Context: an optimization exercise on an open-source flow, tuned for small area. The choices shown serve that exercise and are no tape-out recipe. At most, simulation tests tie the RTL to the original design; equivalence was not proved.

## fir16_top
module fir16_top (clk, reset, sample_in, y_out);
    input clk;
    input reset;
    input  signed [15:0] sample_in;
    output signed [35:0] y_out;
    reg [15:0] tap0;
    reg [15:0] tap1;
    reg [15:0] tap2;
    reg [15:0] tap3;
    reg [15:0] tap4;
    reg [15:0] tap5;
    reg [15:0] tap6;
    reg [15:0] tap7;
    reg [15:0] tap8;
    reg [15:0] tap9;
    reg [15:0] tap10;
    reg [15:0] tap11;
    reg [15:0] tap12;
    reg [15:0] tap13;
    reg [15:0] tap14;
    reg [15:0] tap15;
    reg [15:0] tap16;
    always @(posedge clk) begin
        if (reset) begin
            tap0 <= 16'h0000;
            tap1 <= 16'h0000;
            tap2 <= 16'h0000;
            tap3 <= 16'h0000;
            tap4 <= 16'h0000;
            tap5 <= 16'h0000;
            tap6 <= 16'h0000;
            tap7 <= 16'h0000;
            tap8 <= 16'h0000;
            tap9 <= 16'h0000;
            tap10 <= 16'h0000;
            tap11 <= 16'h0000;
            tap12 <= 16'h0000;
            tap13 <= 16'h0000;
            tap14 <= 16'h0000;
            tap15 <= 16'h0000;
            tap16 <= 16'h0000;
        end else begin
            tap0 <= sample_in;
            tap1 <= tap0;
            tap2 <= tap1;
            tap3 <= tap2;
            tap4 <= tap3;
            tap5 <= tap4;
            tap6 <= tap5;
            tap7 <= tap6;
            tap8 <= tap7;
            tap9 <= tap8;
            tap10 <= tap9;
            tap11 <= tap10;
            tap12 <= tap11;
            tap13 <= tap12;
            tap14 <= tap13;
            tap15 <= tap14;
            tap16 <= tap15;
        end
    end
    wire n1, n2, n3, n4, n5, n6, n7, n8, n9, n10, n11, n12, n13, n14, n15, n16;
    wire n17, n18, n19, n20, n21, n22, n23, n24, n25, n26, n27, n28, n29, n30, n31, n32;
    wire n33, n34, n35, n36, n37, n38, n39, n40, n41, n42, n43, n44, n45, n46, n47, n48;
    wire n49, n50, n51, n52, n53, n54, n55, n56, n57, n58, n59, n60, n61, n62, n63, n64;
    wire n65, n66, n67, n68, n69, n70, n71, n72, n73, n74, n75, n76, n77, n78, n79, n80;
    wire n81, n82, n83, n84, n85, n86, n87, n88, n89, n90, n91, n92, n93, n94, n95, n96;
  ...
Size: about 1500 cells after synthesis, roughly 310 flip-flops, roughly 54 I/O pins.
Settings: LEC_CHECK=0, CAP_MARGIN=20, CORE_MARGIN=2, CORE_UTILIZATION=40, CTS_BUF_LIST=sky130_fd_sc_hd__clkbuf_8, CTS_CLUSTER_DIAMETER=80, CTS_CLUSTER_SIZE=16, SLEW_MARGIN=20, SYNTH_HIERARCHICAL=1, SYNTH_MINIMUM_KEEP_SIZE=0; clock period 8.0 ns.
run.sh (not shown) runs the stock make flow with config.mk's settings and CLKGATE_MAP_FILE= SYNTH_SCRIPT=/design/flow/synth_recipe.tcl, a recipe that flattens the netlist after the stock synthesis.
The starting point passed the timing, DRC and antenna checks.
Rerun with:
--- a/flow/config.mk
+++ b/flow/config.mk
@@ -10,5 +10,5 @@
 export CORE_UTILIZATION = 40
-export CTS_BUF_LIST = sky130_fd_sc_hd__clkbuf_8
-export CTS_CLUSTER_DIAMETER = 80
-export CTS_CLUSTER_SIZE = 16
+export CTS_BUF_LIST = sky130_fd_sc_hd__clkbuf_4 sky130_fd_sc_hd__clkbuf_8
+export CTS_CLUSTER_DIAMETER = 60
+export CTS_CLUSTER_SIZE = 12
 export SLEW_MARGIN = 20
What happened: The new run finished with timing, DRC and antenna clean. Routed wire length went up by 0.30%. Non-clock buffer count is unchanged. Die area stays the same.
Rerun with:
--- a/flow/config.mk
+++ b/flow/config.mk
@@ -10,5 +10,5 @@
 export CORE_UTILIZATION = 40
-export CTS_BUF_LIST = sky130_fd_sc_hd__clkbuf_4 sky130_fd_sc_hd__clkbuf_8
+export CTS_BUF_LIST = sky130_fd_sc_hd__clkbuf_8 sky130_fd_sc_hd__clkbuf_16
 export CTS_CLUSTER_DIAMETER = 60
-export CTS_CLUSTER_SIZE = 12
+export CTS_CLUSTER_SIZE = 18
 export SLEW_MARGIN = 20
The changed run ran to the end with no violations.
Utilization went up by 0.56 points.
Non-clock buffer count stays the same.
Count of clock-buffer cells in the layout falls by 15.
Final cell count stays flat.
Register-to-register slack hardly moves.
Die area stays the same.
Rerun with:
--- a/flow/config.mk
+++ b/flow/config.mk
@@ -10,5 +10,5 @@
 export CORE_UTILIZATION = 40
-export CTS_BUF_LIST = sky130_fd_sc_hd__clkbuf_8 sky130_fd_sc_hd__clkbuf_16
-export CTS_CLUSTER_DIAMETER = 60
-export CTS_CLUSTER_SIZE = 18
+export CTS_BUF_LIST = sky130_fd_sc_hd__clkbuf_8
+export CTS_CLUSTER_DIAMETER = 50
+export CTS_CLUSTER_SIZE = 20
 export SLEW_MARGIN = 20
The new run ran to the end with no violations.
Cell area fell by 0.37%.
Count of clock-buffer cells in the layout rose by 7.
Wire length is about the same.
Non-clock buffer count stays the same.
Rerun with:
--- a/flow/config.mk
+++ b/flow/config.mk
@@ -10,5 +10,2 @@
 export CORE_UTILIZATION = 40
-export CTS_BUF_LIST = sky130_fd_sc_hd__clkbuf_8
-export CTS_CLUSTER_DIAMETER = 50
-export CTS_CLUSTER_SIZE = 20
 export SLEW_MARGIN = 20
What happened:
- non-clock buffer count is unchanged
- design area increases by about 0.9%

---

== job 1798 ==
Starting RTL as in the previous note.
Settings: LEC_CHECK=0, CAP_MARGIN=20, CORE_MARGIN=2, CORE_UTILIZATION=40, CTS_BUF_LIST=sky130_fd_sc_hd__clkbuf_8, SLEW_MARGIN=20, SYNTH_HIERARCHICAL=1, SYNTH_MINIMUM_KEEP_SIZE=0; clock period 8.0 ns.
Per the final summary, job 1798 finished and its layout is clean on timing, DRC and antenna.
Here is what was changed in the inputs of job 4722 compared with job 1798.
- changing CTS_BUF_LIST from sky130_fd_sc_hd__clkbuf_8 to sky130_fd_sc_hd__clkbuf_4
--- outcome ---
Via count of the first global-routing pass (job 4722 vs. job 1798) increases by a few percent
Combined area of the multi-input logic cells essentially unchanged between job 4722 and job 1798.
The number of flops mapped to enable cells by yosys was comparable across job 4722 and job 1798.
Job 1798 has a lower total number of H-tree levels than job 4722.
Maximum operating frequency delta (job 1798 -> job 4722): insignificant
In the reports for job 4722 and job 1798, the smaller area of all placed cells without fillers belongs to job 4722.
Wire length across job 4722 and job 1798: no real change.
Against job 1798, job 4722 reports a diode insertion count for antenna repair that is higher.
Comparing job 4722 and job 1798, the higher number of iterations in the first detailed-routing pass was measured on job 4722.

---

fir16_top, a different RTL version from the one above (not shown whole).
For scale: about 1,200 cells after synthesis, ~310 flip-flops, roughly 0.018 sq mm of cells after synthesis.
==> flow/config.mk <==
export PLATFORM = sky130hd
export DESIGN_NAME = fir16_top
export DESIGN_NICKNAME = fir16_top
export VERILOG_FILES = /design/flow/design.v
export SDC_FILE = /design/flow/constraint.sdc
export NUM_CORES = 4
export LEC_CHECK = 0
export CAP_MARGIN = 20
export CORE_MARGIN = 2
export CORE_UTILIZATION = 70
export CTS_BUF_LIST = sky130_fd_sc_hd__clkbuf_8
export CTS_CLUSTER_DIAMETER = 80
export CTS_CLUSTER_SIZE = 16
export SLEW_MARGIN = 20
export SYNTH_HIERARCHICAL = 1
export SYNTH_MINIMUM_KEEP_SIZE = 0
==> flow/constraint.sdc <==
create_clock -name core_clock -period 8.0 [get_ports {clk}]
set_input_delay 1.6000 -clock core_clock [delete_from_list [all_inputs] [get_ports {clk}]]
set_output_delay 1.6000 -clock core_clock [all_outputs]
set_load 0.01 [all_outputs]
The baseline finished clean.
Change:
- CORE_UTILIZATION: 70 -> 55
Count of clock-buffer cells in the layout does not change.
Final cell count climbs by 6.7%.
Global-route usage drops by 5.3 points.
Flip-flop and latch count is unchanged.
Design area climbs by 0.87%.
Worst hold slack is about the same.
Routed wire length climbs by 4.0%.
Change:
==> flow/flow/run.sh (new file) <==
#!/bin/bash
# Standard layout; only the port buffers are the smallest buffer cell.
set -euo pipefail
bash standard.sh 'BUFFER_PORTS_ARGS=-buffer_cell sky130_fd_sc_hd__buf_1' finish > standard_flow.log 2>&1
==> flow/standard.sh (new file) <==
#!/bin/bash
# synth_recipe.tcl (not shown) runs the flow's synth.tcl, then flattens the netlist and writes it again
# the make line also repeats each setting of config.mk as NAME=value (left out here)
make -C /OpenROAD-flow-scripts/flow DESIGN_CONFIG=/design/flow/config.mk WORK_HOME=/design/flow/orfs CLKGATE_MAP_FILE= SYNTH_SCRIPT=/design/flow/synth_recipe.tcl "${@:-finish}"
- CORE_UTILIZATION: 55 -> 40
removed: flow/run.sh
After rerunning: The new run went through all stages and came out clean; register-to-register slack gains 0.05 ns; final cell count went up by roughly a tenth; wire length stays flat; first-iteration DRC count went down by a few percent; utilization went down by 17 points; global-route usage drops by 5.7 points; synthesized area stays the same; sequential cell count stays the same; setup slack gains 0.052 ns; final area stays flat; critical path depth falls by 1.
Change:
==> flow/run.sh (new file) <==
#!/bin/bash
# synth_recipe.tcl (not shown) runs the flow's synth.tcl, then flattens the netlist and writes it again
# the make line also repeats each setting of config.mk as NAME=value (left out here)
make -C /OpenROAD-flow-scripts/flow DESIGN_CONFIG=/design/flow/config.mk WORK_HOME=/design/flow/orfs CLKGATE_MAP_FILE= SYNTH_SCRIPT=/design/flow/synth_recipe.tcl finish
removed: flow/flow/run.sh
removed: flow/standard.sh
What happened: The changed run finished clean; wire length increases slightly; synthesized area does not change; worst hold slack is about the same; core utilization climbs by 0.77 points.
No run of this note included a check of the RTL's function; only the layout flow was run.

---

Setup of run 1:
Another version of the RTL of fir16_top (not shown whole).
Size in the first run: roughly 1000 cells after synthesis, roughly 54 I/O pins, roughly 18000 um^2 of cells after synthesis.
Settings: LEC_CHECK=0, CAP_MARGIN=20, CORE_MARGIN=2, CORE_UTILIZATION=70, CTS_BUF_LIST=sky130_fd_sc_hd__clkbuf_2 sky130_fd_sc_hd__clkbuf_4 sky130_fd_sc_hd__clkbuf_8, CTS_CLUSTER_DIAMETER=80, CTS_CLUSTER_SIZE=16, SLEW_MARGIN=20, SYNTH_HIERARCHICAL=1, SYNTH_MINIMUM_KEEP_SIZE=0; clock period 8.0 ns.
standard.sh (not shown) runs the stock make flow with config.mk's settings and CLKGATE_MAP_FILE= SYNTH_SCRIPT=/design/flow/synth_recipe.tcl, a recipe that flattens the netlist after the stock synthesis.
==> flow/flow/run.sh <==
#!/bin/bash
# Standard layout; only the port buffers are the smallest buffer cell.
set -euo pipefail
bash standard.sh 'BUFFER_PORTS_ARGS=-buffer_cell sky130_fd_sc_hd__buf_1' finish > standard_flow.log 2>&1
Run 1 completed; timing, DRC and antenna clean
Changes in run 2 relative to run 1:
--- a/flow/config.mk
+++ b/flow/config.mk
@@ -7,0 +8 @@
+export ABC_AREA = 1
@@ -11 +12 @@
-export CTS_BUF_LIST = sky130_fd_sc_hd__clkbuf_2 sky130_fd_sc_hd__clkbuf_4 sky130_fd_sc_hd__clkbuf_8
+export CTS_BUF_LIST = sky130_fd_sc_hd__clkbuf_8
@@ -13 +14 @@
-export CTS_CLUSTER_SIZE = 16
+export CTS_CLUSTER_SIZE = 14
## What came out
[compare] base=run 1 new=run 2: hold slack was more or less identical, final design area excluding fillers went down by 0.66%. Cmp run 2 vs run 1: setup slack higher in run 2. Startpoint of the worst setup timing path = tap6[8]: run 2; startpoint of the worst setup timing path = tap6[0]: run 1. In the flow results for run 1 and run 2, the normalized max-slew margin is larger on run 2. Summary — number of placed instances, taps included, run 2 relative to run 1: higher, by 11.
Here is what was changed in the inputs of run 3 compared with run 2.
--- a/flow/config.mk
+++ b/flow/config.mk
@@ -13,2 +13,2 @@
-export CTS_CLUSTER_DIAMETER = 80
-export CTS_CLUSTER_SIZE = 14
+export CTS_CLUSTER_DIAMETER = 60
+export CTS_CLUSTER_SIZE = 16
### Flow results
- Sort run 3 and run 2 by average wire length per cell after detail routing, descending, and run 3 comes first.
- In terms of clock buffer and inverter area fraction after layout, run 2 and run 3 differ only marginally.
- Looking at run 3 and run 2, the signed area change from the synthesized netlist to the final layout is a wash.
Modified inputs, run 4 compared to run 3
--- a/flow/config.mk
+++ b/flow/config.mk
@@ -8 +7,0 @@
-export ABC_AREA = 1
@@ -11 +10 @@
-export CORE_UTILIZATION = 70
+export CORE_UTILIZATION = 60
@@ -13 +12 @@
-export CTS_CLUSTER_DIAMETER = 60
+export CTS_CLUSTER_DIAMETER = 80
## What came out
- The flow did not stop early for run 4: all stages ran, and the layout cleared the timing, DRC and antenna checks.
- Run comparison: run 3 slowest cell on the critical path fa_1; run 4 slowest cell on the critical path fa_2
- Summary of run 4 over run 3: largest net degree at the start of global routing shrank by 19, via count fell about 2%, final RePlAce weighted congestion has decreased.
What run 5 does differently from run 4 at the input level:
--- a/flow/config.mk
+++ b/flow/config.mk
@@ -7,0 +8 @@
+export ABC_AREA = 1
@@ -10 +11 @@
-export CORE_UTILIZATION = 60
+export CORE_UTILIZATION = 70
### Flow results
- Summary — routing usage on met1, run 5 relative to run 4: higher, by 5.7 points.
- Register share of the cell area in run 5 vs run 4: up 0.49 points
- Run 5 and run 4 all finish clean.
- Run 4 → run 5: detailed-route via count picked up an extra 0.92%.
- Run 4 → run 5: slack of the critical path rose 36 ps, cell area fell 1.4%, fraction of area in multi-input gates about even, wire length fell 1300 um, routed wirelength normalized by instance count fell 0.42%.

==> static timing again, ports no longer ideal <==
How much do the figures lean on ideal ports? The routed layouts below were timed once more, with nothing changed but the port constraints. Step 1 (the two cells are an assumption about what drives the block):
set clk [get_ports {clk}]
set_driving_cell -lib_cell sky130_fd_sc_hd__clkbuf_16 $clk
set_driving_cell -lib_cell sky130_fd_sc_hd__buf_2 [delete_from_list [all_inputs] $clk]
Step 2 moves the port delays by t, midway between the first and last clock arrival at a register: inputs arrive t later, outputs are due t later. That takes back most of the time a late clock gives input paths. Three values: ideal, step 1, step 2; two values: the first two.
run	t, ns	setup slack, ns	worst setup path at the end	worst register clock-pin slew, ns	worst slew at a driven data input, ns
the first run of note 1	0.667	0.317 / 0.264 / 0.564	register to register	0.11 / 0.11	0.07
the second run of note 1	0.615	0.286 / 0.235 / 0.579	register to register	0.08 / 0.08	0.07
the third run of note 1	0.645	0.275 / 0.218 / 0.571	register to register	0.08 / 0.08	0.07
the fourth run of note 1	0.633	0.285 / 0.232 / 0.584	register to register	0.12 / 0.12	0.07
the fifth run of note 1	0.601	0.279 / 0.223 / 0.563	register to register	0.07 / 0.07	0.07
job 1798	0.682	0.288 / 0.236 / 0.569	register to register	0.07 / 0.07	0.07
job 4722	0.836	0.290 / 0.239 / 0.584	register to register	0.07 / 0.07	0.07
the first run of note 3	0.615	0.208 / 0.208 / 0.208	register to register	0.11 / 0.11	0.04
the second run of note 3	0.635	0.188 / 0.188 / 0.188	register to register	0.10 / 0.10	0.05
the third run of note 3	0.668	0.240 / 0.240 / 0.240	register to register	0.10 / 0.10	0.04
the fourth run of note 3	0.671	0.230 / 0.230 / 0.230	register to register	0.10 / 0.10	0.04
run 1	0.596	0.200 / 0.201 / 0.201	register to register	0.11 / 0.11	0.04
run 2	0.617	0.210 / 0.210 / 0.210	register to register	0.11 / 0.11	0.04
run 3	0.639	0.209 / 0.209 / 0.209	register to register	0.10 / 0.10	0.03
run 4	0.612	0.189 / 0.189 / 0.189	register to register	0.10 / 0.10	0.03
run 5	0.605	0.224 / 0.224 / 0.224	register to register	0.12 / 0.12	0.03
After both steps setup and hold are still met in every run listed.
